From an optimization exercise on the open Yosys and OpenROAD flow, aimed at small area; shortcuts taken in it are not production practice. In this exercise RTL edits were held to simulation tests only and were not proved equivalent to the original. Power and IR drop assume default switching activity.

==> flow/design.v <==
`timescale 1ns / 1ps
module catTrap(Clk, Reset, Down_b, hCount, vCount, rgb, bright, Block_col, Block_row);
	input	Clk, Reset, Down_b;
	input [7:0] Block_col, Block_row;
	reg btn_flag;
	integer i, j;
	reg [6:0] state;
	input [9:0] hCount, vCount;
	reg [83:0] board_map;    
	output reg [11:0] rgb;
	input bright;
	reg [1:0] cat_flag;
	reg [2:0] block_col;
  reg [2:0] block_row;
	reg [2:0] cat_col;
	reg [2:0] cat_row;
	localparam
		START =    7'b1000000,
		PLAY =   7'b0100000,
		GAMEOVER =   7'b0010000,
		GAMEWIN =  7'b0001000,
	WHITE = 12'b1111_1111_1111;
	parameter GRAY = 12'b1010_1010_1010;
	parameter BLACK = 12'b0000_0000_0000;
	parameter RED = 12'b1111_0000_0000;
	parameter ORANGE = 12'b1111_1000_0000;
	parameter GREEN = 12'b0000_1111_0000;
	wire [11:0] color [0:3];
	wire inbound;
	wire box00, box01, box02, box03, box04, box05, box06;
	wire box10, box11, box12, box13, box14, box15, box16;
	wire box20, box21, box22, box23, box24, box25, box26;
	wire box30, box31, box32, box33, box34, box35, box36;
	wire box40, box41, box42, box43, box44, box45, box46;
	wire box50, box51, box52, box53, box54, box55, box56;
	assign color[0] = WHITE;
	assign color[1] = GRAY;
	assign color[2] = ORANGE;
	assign color[3] = BLACK;
	always@ (*)
	begin
    	if(~bright )	 
			rgb = BLACK;
		else if (inbound)
		begin
			if(box00)
				rgb = color[board_map[70 +: 2]];
			else if (box01)
				rgb = color[board_map[72 +: 2]];
			else if (box02)
				rgb = color[board_map[74 +: 2]];
			else if (box03)
				rgb = color[board_map[76 +: 2]];
			else if (box04)
				rgb = color[board_map[78 +: 2]];
			else if (box05)
				rgb = color[board_map[80 +: 2]];
			else if (box06)
				rgb = color[board_map[82 +: 2]];
			else if (box10)
				rgb = color[board_map[56 +: 2]];
			else if (box11)
				rgb = color[board_map[58 +: 2]];
			else if (box12)
				rgb = color[board_map[60 +: 2]];
			else if (box13)
				rgb = color[board_map[62 +: 2]];
			else if (box14)
				rgb = color[board_map[64 +: 2]];
			else if (box15)
				rgb = color[board_map[66 +: 2]];
			else if (box16)
				rgb = color[board_map[68 +: 2]];
			else if (box20)
				rgb = color[board_map[42 +: 2]];
			else if (box21)
				rgb = color[board_map[44 +: 2]];
			else if (box22)
				rgb = color[board_map[46 +: 2]];
			else if (box23)
				rgb = color[board_map[48 +: 2]];
			else if (box24)
				rgb = color[board_map[50 +: 2]];
			else if (box25)
				rgb = color[board_map[52 +: 2]];
			else if (box26)
				rgb = color[board_map[54 +: 2]];
			else if (box30)
				rgb = color[board_map[28 +: 2]];
			else if (box31)
				rgb = color[board_map[30 +: 2]];
			else if (box32)
				rgb = color[board_map[32 +: 2]];
			else if (box33)
				rgb = color[board_map[34 +: 2]];
			else if (box34)
				rgb = color[board_map[36 +: 2]];
			else if (box35)
				rgb = color[board_map[38 +: 2]];
			else if (box36)
				rgb = color[board_map[40 +: 2]];
			else if (box40)
				rgb = color[board_map[14 +: 2]];
			else if (box41)
				rgb = color[board_map[16 +: 2]];
			else if (box42)
				rgb = color[board_map[18 +: 2]];
			else if (box43)
				rgb = color[board_map[20 +: 2]];
			else if (box44)
				rgb = color[board_map[22 +: 2]];
			else if (box45)
				rgb = color[board_map[24 +: 2]];
			else if (box46)
				rgb = color[board_map[26 +: 2]];
			else if (box50)
				rgb = color[board_map[0 +: 2]];
			else if (box51)
				rgb = color[board_map[2 +: 2]];
			else if (box52)
				rgb = color[board_map[4 +: 2]];
			else if (box53)
				rgb = color[board_map[6 +: 2]];
			else if (box54)
				rgb = color[board_map[8 +: 2]];
			else if (box55)
				rgb = color[board_map[10 +: 2]];
			else if (box56)
				rgb = color[board_map[12 +: 2]];
			else
				rgb = 12'b0000_0111_1111;
		end
		else
		begin
			if (state == GAMEOVER)
				rgb = RED;
			else if (state == GAMEWIN)
				rgb = GREEN;
			else if (state == START)
			     rgb = ORANGE;
			else
				rgb = 12'b1010_1111_1111;
	     end
	end
	assign inbound = ((hCount >= 190)&&(hCount <= 550)&&(vCount >= 140)&&(vCount <= 450));
	assign box00 = ((hCount >= 200)&&(hCount <= 250)&&(vCount >= 150)&&(vCount <= 200));
	assign box01 = ((hCount >= 250)&&(hCount <= 300)&&(vCount >= 150)&&(vCount <= 200));
	assign box02 = ((hCount >= 300)&&(hCount <= 350)&&(vCount >= 150)&&(vCount <= 200));
	assign box03 = ((hCount >= 350)&&(hCount <= 400)&&(vCount >= 150)&&(vCount <= 200));
	assign box04 = ((hCount >= 400)&&(hCount <= 450)&&(vCount >= 150)&&(vCount <= 200));
	assign box05 = ((hCount >= 450)&&(hCount <= 500)&&(vCount >= 150)&&(vCount <= 200));
	assign box06 = ((hCount >= 500)&&(hCount <= 550)&&(vCount >= 150)&&(vCount <= 200));
	assign box10 = ((hCount >= 200)&&(hCount <= 250)&&(vCount >= 200)&&(vCount <= 250));
	assign box11 = ((hCount >= 250)&&(hCount <= 300)&&(vCount >= 200)&&(vCount <= 250));
	assign box12 = ((hCount >= 300)&&(hCount <= 350)&&(vCount >= 200)&&(vCount <= 250));
	assign box13 = ((hCount >= 350)&&(hCount <= 400)&&(vCount >= 200)&&(vCount <= 250));
	assign box14 = ((hCount >= 400)&&(hCount <= 450)&&(vCount >= 200)&&(vCount <= 250));
	assign box15 = ((hCount >= 450)&&(hCount <= 500)&&(vCount >= 200)&&(vCount <= 250));
	assign box16 = ((hCount >= 500)&&(hCount <= 550)&&(vCount >= 200)&&(vCount <= 250));
	assign box20 = ((hCount >= 200)&&(hCount <= 250)&&(vCount >= 250)&&(vCount <= 300));
	assign box21 = ((hCount >= 250)&&(hCount <= 300)&&(vCount >= 250)&&(vCount <= 300));
	assign box22 = ((hCount >= 300)&&(hCount <= 350)&&(vCount >= 250)&&(vCount <= 300));
	assign box23 = ((hCount >= 350)&&(hCount <= 400)&&(vCount >= 250)&&(vCount <= 300));
	assign box24 = ((hCount >= 400)&&(hCount <= 450)&&(vCount >= 250)&&(vCount <= 300));
	assign box25 = ((hCount >= 450)&&(hCount <= 500)&&(vCount >= 250)&&(vCount <= 300));
	assign box26 = ((hCount >= 500)&&(hCount <= 550)&&(vCount >= 250)&&(vCount <= 300));
	assign box30 = ((hCount >= 200)&&(hCount <= 250)&&(vCount >= 300)&&(vCount <= 350));
	assign box31 = ((hCount >= 250)&&(hCount <= 300)&&(vCount >= 300)&&(vCount <= 350));
	assign box32 = ((hCount >= 300)&&(hCount <= 350)&&(vCount >= 300)&&(vCount <= 350));
	assign box33 = ((hCount >= 350)&&(hCount <= 400)&&(vCount >= 300)&&(vCount <= 350));
	assign box34 = ((hCount >= 400)&&(hCount <= 450)&&(vCount >= 300)&&(vCount <= 350));
	assign box35 = ((hCount >= 450)&&(hCount <= 500)&&(vCount >= 300)&&(vCount <= 350));
	assign box36 = ((hCount >= 500)&&(hCount <= 550)&&(vCount >= 300)&&(vCount <= 350));
	assign box40 = ((hCount >= 200)&&(hCount <= 250)&&(vCount >= 350)&&(vCount <= 400));
	assign box41 = ((hCount >= 250)&&(hCount <= 300)&&(vCount >= 350)&&(vCount <= 400));
	assign box42 = ((hCount >= 300)&&(hCount <= 350)&&(vCount >= 350)&&(vCount <= 400));
	assign box43 = ((hCount >= 350)&&(hCount <= 400)&&(vCount >= 350)&&(vCount <= 400));
	assign box44 = ((hCount >= 400)&&(hCount <= 450)&&(vCount >= 350)&&(vCount <= 400));
	assign box45 = ((hCount >= 450)&&(hCount <= 500)&&(vCount >= 350)&&(vCount <= 400));
	assign box46 = ((hCount >= 500)&&(hCount <= 550)&&(vCount >= 350)&&(vCount <= 400));
	assign box50 = ((hCount >= 200)&&(hCount <= 250)&&(vCount >= 400)&&(vCount <= 450));
	assign box51 = ((hCount >= 250)&&(hCount <= 300)&&(vCount >= 400)&&(vCount <= 450));
	assign box52 = ((hCount >= 300)&&(hCount <= 350)&&(vCount >= 400)&&(vCount <= 450));
	assign box53 = ((hCount >= 350)&&(hCount <= 400)&&(vCount >= 400)&&(vCount <= 450));
	assign box54 = ((hCount >= 400)&&(hCount <= 450)&&(vCount >= 400)&&(vCount <= 450));
	assign box55 = ((hCount >= 450)&&(hCount <= 500)&&(vCount >= 400)&&(vCount <= 450));
	assign box56 = ((hCount >= 500)&&(hCount <= 550)&&(vCount >= 400)&&(vCount <= 450));
	reg [83:0] next_map;
	reg [6:0] next_state;
	reg [2:0] next_cat_col;
	reg [2:0] next_cat_row;
	always @ (*)
	begin
		next_state = state;
		next_cat_col = cat_col;
		next_cat_row = cat_row;
		block_row = 3'b000;
		block_col = 3'b000;
		cat_flag = 1;
		for (i = 0; i < 6; i = i + 1)
			for (j = 0; j < 7; j = j + 1)
				next_map[2*((i)*7+(j)) +: 2] = board_map[2*((i)*7+(j)) +: 2];
			case(state)
				START:
				begin
						if (Down_b)
							begin
								 next_state = PLAY;
							end
				end
				PLAY:
				begin
	        if (Down_b)
	            begin
	            case(Block_row)
	               8'b00000000: block_row = 3'b000;
	               8'b00000001: block_row = 3'b001;
	               8'b00000010: block_row = 3'b010;
	               8'b00000100: block_row = 3'b011;
	               8'b00001000: block_row = 3'b100;
	               8'b00010000: block_row = 3'b101;
	               8'b00100000: block_row = 3'b110;
	               8'b01000000: block_row = 3'b111;
	               default: block_row = 3'b000;
	              endcase
	              case(Block_col)
	               8'b00000000: block_col = 3'b000;
	               8'b00000001: block_col = 3'b001;
	               8'b00000010: block_col = 3'b010;
	               8'b00000100: block_col = 3'b011;
	               8'b00001000: block_col = 3'b100;
	               8'b00010000: block_col = 3'b101;
	               8'b00100000: block_col = 3'b110;
	               8'b01000000: block_col = 3'b111;
	               default: block_col = 3'b000;
	              endcase
                    if ((block_row <= 3'd5)&&(block_col <= 3'd6))
                      next_map[2*((block_row)*7+(block_col)) +: 2] = 3;
                    cat_flag = 1;
                    if ((next_map[2*((next_cat_row+1)*7+(next_cat_col)) +: 2] != 3)&&(cat_flag==1))
                      begin
                        next_map[2*((next_cat_row+1)*7+(next_cat_col)) +: 2] = 2;
                        next_map[2*((next_cat_row)*7+(next_cat_col)) +: 2] = 0;
                        next_cat_row = next_cat_row + 1;
                        cat_flag = 0;
                      end
                    else if ((next_map[2*((next_cat_row)*7+(next_cat_col+1)) +: 2] != 3)&&(cat_flag==1))
                      begin
                        next_map[2*((next_cat_row)*7+(next_cat_col+1)) +: 2] = 2;
                        next_map[2*((next_cat_row)*7+(next_cat_col)) +: 2] = 0;
                        next_cat_col = next_cat_col + 1;
                        cat_flag = 0;
                      end
                    else if ((next_map[2*((next_cat_row-1)*7+(next_cat_col)) +: 2] != 3)&&(cat_flag==1))
                      begin
                        next_map[2*((next_cat_row-1)*7+(next_cat_col)) +: 2] = 2;
                        next_map[2*((next_cat_row)*7+(next_cat_col)) +: 2] = 0;
                        next_cat_row = next_cat_row - 1;
                        cat_flag = 0;
                      end
                    else if ((next_map[2*((next_cat_row)*7+(next_cat_col-1)) +: 2] != 3)&&(cat_flag==1))
                      begin
                        next_map[2*((next_cat_row)*7+(next_cat_col-1)) +: 2] = 2;
                        next_map[2*((next_cat_row)*7+(next_cat_col)) +: 2] = 0;
                        next_cat_col = next_cat_col - 1;
                        cat_flag = 0;
                      end
                    else
                      next_state = GAMEWIN;
	            end
								 if ((next_cat_row > 4)||(next_cat_col > 5)||(next_cat_col < 1)||(next_cat_row < 1))
									 next_state = GAMEOVER;
	           end
				GAMEOVER:
				begin
	      end
				GAMEWIN:
				begin
	      end
				default: ;
		  endcase
	end
	always @ (posedge Clk, posedge Reset)
	begin
		if(Reset)
		begin
			state <= START;
			cat_col <= 3'd3;
			cat_row <= 3'd3;
			for (i = 0; i < 6; i = i + 1)
				for (j = 0; j < 7; j = j + 1)
					board_map[2*((i)*7+(j)) +: 2] <= ((i + j) % 2 == 1) ? 2'd1 : 2'd0;
			board_map[48 +: 2] <= 2;  
		end
		else
		begin
			state <= next_state;
			cat_col <= next_cat_col;
			cat_row <= next_cat_row;
			for (i = 0; i < 6; i = i + 1)
				for (j = 0; j < 7; j = j + 1)
					board_map[2*((i)*7+(j)) +: 2] <= next_map[2*((i)*7+(j)) +: 2];
	   end 
    end
endmodule
==> flow/run.sh <==
#!/bin/bash
# synth_recipe.tcl (not shown) runs the flow's synth.tcl, then flattens the netlist and writes it again
# the make line also repeats each setting of config.mk as NAME=value (left out here)
make -C /OpenROAD-flow-scripts/flow DESIGN_CONFIG=/design/flow/config.mk WORK_HOME=/design/flow/orfs CLKGATE_MAP_FILE= SYNTH_SCRIPT=/design/flow/synth_recipe.tcl finish
==> flow/config.mk <==
export PLATFORM = sky130hd
export DESIGN_NAME = catTrap
export DESIGN_NICKNAME = catTrap
export VERILOG_FILES = /design/flow/design.v
export SDC_FILE = /design/flow/constraint.sdc
export NUM_CORES = 4
export LEC_CHECK = 0
export CAP_MARGIN = 20
export CORE_MARGIN = 2
export CORE_UTILIZATION = 30
export SLEW_MARGIN = 20
==> flow/constraint.sdc <==
create_clock -name core_clock -period 10.0 [get_ports {Clk}]
set_input_delay 2.0000 -clock core_clock [delete_from_list [all_inputs] [get_ports {Clk}]]
set_output_delay 2.0000 -clock core_clock [all_outputs]
set_load 0.01 [all_outputs]
==> run summary <==
==> cell usage in the layout (no fill, tap or decap), types with 49 or more instances in the layout <==
master           Yosys  layout
nor2_1             271     269
nor3_1             115     112
a21oi_1            313     313
nand3_1            101     100
nand2_1            277     277
clkdlybuf4s50_1      0      51
a31oi_1             64      64
ha_1                71      70
o21ai_0            131     131
dfrtp_1             67      67
buf_4               13     120
inv_1               50      49
==> registers in the layout (all words and copies together), names as in the netlist <==
signal     flops
board_map     84
cat_col        3
cat_row        3
state          4
==> area by class of cell <==
| type | instances | area share |
|---|---|---|
| multi-input cells | 2064 | 0.705 |
| flip-flops and latches | 94 | 0.134 |
| repair buffers | 176 | 0.0838 |
| well taps | 688 | 0.0482 |
| clock buffers | 10 | 0.0134 |
| inverters | 51 | 0.0109 |
| clock inverters | 6 | 0.00504 |
| diodes | 1 | 0.000140 |
==> cell families (layout without fill, tap and decap cells) <==
| logic type | count (synthesis) | after routing | share of synthesized area |
|---|---|---|---|
| buffers and inverters | 213 | 243 | 0.0596 |
| other | 1 | 2 | 0.000236 |
| XOR/XNOR | 55 | 55 | 0.0308 |
| AND/OR/NAND/NOR | 992 | 992 | 0.299 |
| AO/OA/AOI/OAI | 908 | 908 | 0.369 |
| flip-flops | 94 | 94 | 0.150 |
| multiplexers | 20 | 20 | 0.0136 |
| adder cells (fa/ha/maj) | 88 | 88 | 0.0774 |
==> metrics by stage <==
| stage | cell area [sq um] | hold WS [ns] | setup WS [ns] | utilization |
|---|---|---|---|---|
| 2_1_floorplan | 15900 | 0.483 | 1.96 | - |
| 3_3_place_gp | 17500 | 0.507 | 0.504 | 0.334 |
| 3_5_place_dp | 17500 | 0.524 | 0.446 | 0.334 |
| 4_1_cts | 17800 | 0.538 | 0.828 | 0.340 |
| 5_1_grt | 17900 | 0.554 | 0.367 | 0.341 |
| 6_report | 17900 | 0.536 | 0.639 | 0.341 |
==> metal layers <==
layer  part of all wire  vias to the layer above  wire, um
li1                   -                     8962         -
met1               0.41                    10100     38900
met2               0.42                     1380     40100
met3               0.11                      286     10200
met4              0.069                        0      6590
met5                  0                        -         0
==> critical path, cell delays in order <==
cell	delay, ns
clkdlybuf4s50_1	0.51
or2_2	0.35
a211o_1	0.30
a211o_1	0.30
inv_1	0.20
fa_1	0.47
fa_1	0.52
fa_1	0.50
nand2b_1	0.18
a21oi_1	0.30
xnor2_2	0.22
nor3_1	0.11
buf_4	0.19
a31oi_1	0.49
nor4b_1	0.12
or4_1	0.48
or4_4	0.61
and2_2	0.35
nand2_1	0.23
nor2b_2	0.13
a222oi_1	0.70
a21oi_1	0.16
o22a_1	0.20
==> power by group <==
group | internal [mW] | switching, mW
clock | 0.227 | 0.177
combinational | 0.0596 | 0.103
sequential | 0.380 | 0
==> cell usage after synthesis, drive strengths merged (21+ instances only) <==
cell	instances	area [sq um]
xor2	22	193
buf	61	375
a21oi	314	1580
a21o	27	203
o211ai	38	285
a31oi	65	413
dfstp	27	709
dfrtp	67	1680
nand2	279	1060
nand2b	27	169
o22ai	34	213
clkbuf	101	379
and3	25	156
xnor2	33	297
o21ai	157	793
nor4	26	184
inv	50	188
nor2	274	1040
nand3	102	515
ha	71	888
nand4	22	138
and2	21	131
a211oi	36	283
nor3	120	626
==> path summary, 6_finish.rpt <==
check                              startpoint            end  slack [ns]  cells after the start
worst min-delay path            board_map[30]  board_map[30]        0.54                      2
worst max register to register     cat_row[0]  board_map[78]        2.12                     23
worst min register to register  board_map[30]  board_map[30]        0.54                      2
max in group asynchronous               Reset  board_map[23]        6.76                      3
min in group asynchronous               Reset  board_map[44]        1.98                      2
worst max-delay path             Block_row[5]  board_map[47]        0.64                     23
==> impl_results.md <==
- Final hold vios: 0
- GRT Resource Usage Total: 0.344
- Global route overflow: 0
- Yosys warns: 1
- Initial core utilization: 0.303
- Minimum clock period: 9.36 ns
- Worst skew pair latency: 0.40 ns
- I/O pin count: 52
- Worst Setup Start Kind: input pin
- Hold crit path type: flop to flop
- Leak: 6.61 nW
- Main flop type after synthesis: dfrtp_1
- Synth-to-layout area growth: 12.5%
- Root buffer cell: clkbuf_16
- Die Area: 0.0548 sq mm
- Worst-path maximum fanout: 17
- First-pass GRT wire length: 137 mm
- Cell Pwr Density: 53.0 mW/mm^2
- Post-cts sizing count: 0
- Vias per cell: 6.69
- DR vias: 20,700
- Rows: 84
- DRT antenna net count: 0
- Setup crit end kind: flop
- Post-synth EDFFs: 0
- Routability cong.: 1.10
- Remaining routing DRC violations: 0
- Die W: 234 um
- Post-Synthesis Cells: 2,371
- Ys async rst share: 1.00
- Setup bufs post-CTS: 0
- HPWL after DPL: 75.0 mm
- Register area: 0.00239 sq mm
- CTS tree: yes
- Vias in the first global route: 19,400
- Count of cell types in the netlist: 107
- CP arrival: 9.64 ns
- Core footprint: 0.0524 sq mm
- Sink Count: 94
- Non-Filler Instances: 3,090
- Outcome: finished clean
- Max-slew violation count: 0
- Average size of a mapped cell: 6.69 sq um
- CTS Hold Buffers Added: 0
- Sequential fraction of the synthesis area: 0.150
- Setup_tns: 0 ns
- TritonCTS Buffers: 9
- DR pass1 iterations: 6
- Clock skew: 0.0109 ns
- Met2 Use GR: 0.514
- Max Fclk: 107 MHz
- Worst slew pin tran: 1.22 ns
- Required time worst endpoint: 10.28 ns
- Worst slew margin: 0.183
- # setup viols final: 0
- WL final: 95.7 mm
- Tcrit/Tclk final: 0.936
- Post-placement cell count: 3,072
- M1 GR Usage: 0.451
- Initial DRC Count: 2,952
- Layout fillers: 5,678
- IO buf count: 51
- Fraction of layout cells with a size suffix above 1: 0.0945
- Pwr Total: 0.947 mW
- Clock tree buffer depth: 2
- Critical path class: input pin to flop
- Die height: 234 um
- Largest net degree at the start of global routing: 62
- Wire per inst: 31.0 um
- Final net count: 2,524
- GR peak layer: met2
- Syn Nets: 2,499
- CTS H-tree lvls: 3
- Met3 usage: 0.0787
- Synthesized flop and latch total: 94
- # Max-Cap Violations: 0
- Peak VDD IR: 61.8 uV
- Multi-input gate area: 0.0126 sq mm
- RSZ-0062 raised after global routing: no
- Antenna violations before repair: 1
- Cell area after synthesis: 0.0159 sq mm
- Clock slew at reported path FFs: 0.07 ns

## static timing again, ports no longer ideal
The flow's constraints put no driver on any port. The routed layout listed below was extracted and timed again, unchanged, in two steps.
Step 1 sets driving cells, clkbuf_16 on the clock port and buf_2 on the other inputs (assumed; they add their load-dependent delay and slew).
Step 2 times the ports against the registers' clock, not the clock port: input delays grow and output delays shrink by t, the midpoint of the rising clock arrivals with the driver on.
a / b / c = ideal / step 1 / step 2; a / b = the first two.
t (ns): 0.446
setup WS [ns]: 0.639 / 0.668 / 0.222
worst hold slack (ns): 0.536 / 0.536 / 0.536
clock arrival spread, ns: 0.011 / 0.010
worst register clock-pin slew, ns: 0.08 / 0.08
After both steps setup and hold are still met in this run. The setup slack of this run moves by +0.029 ns with the drivers and by -0.417 ns with both steps.
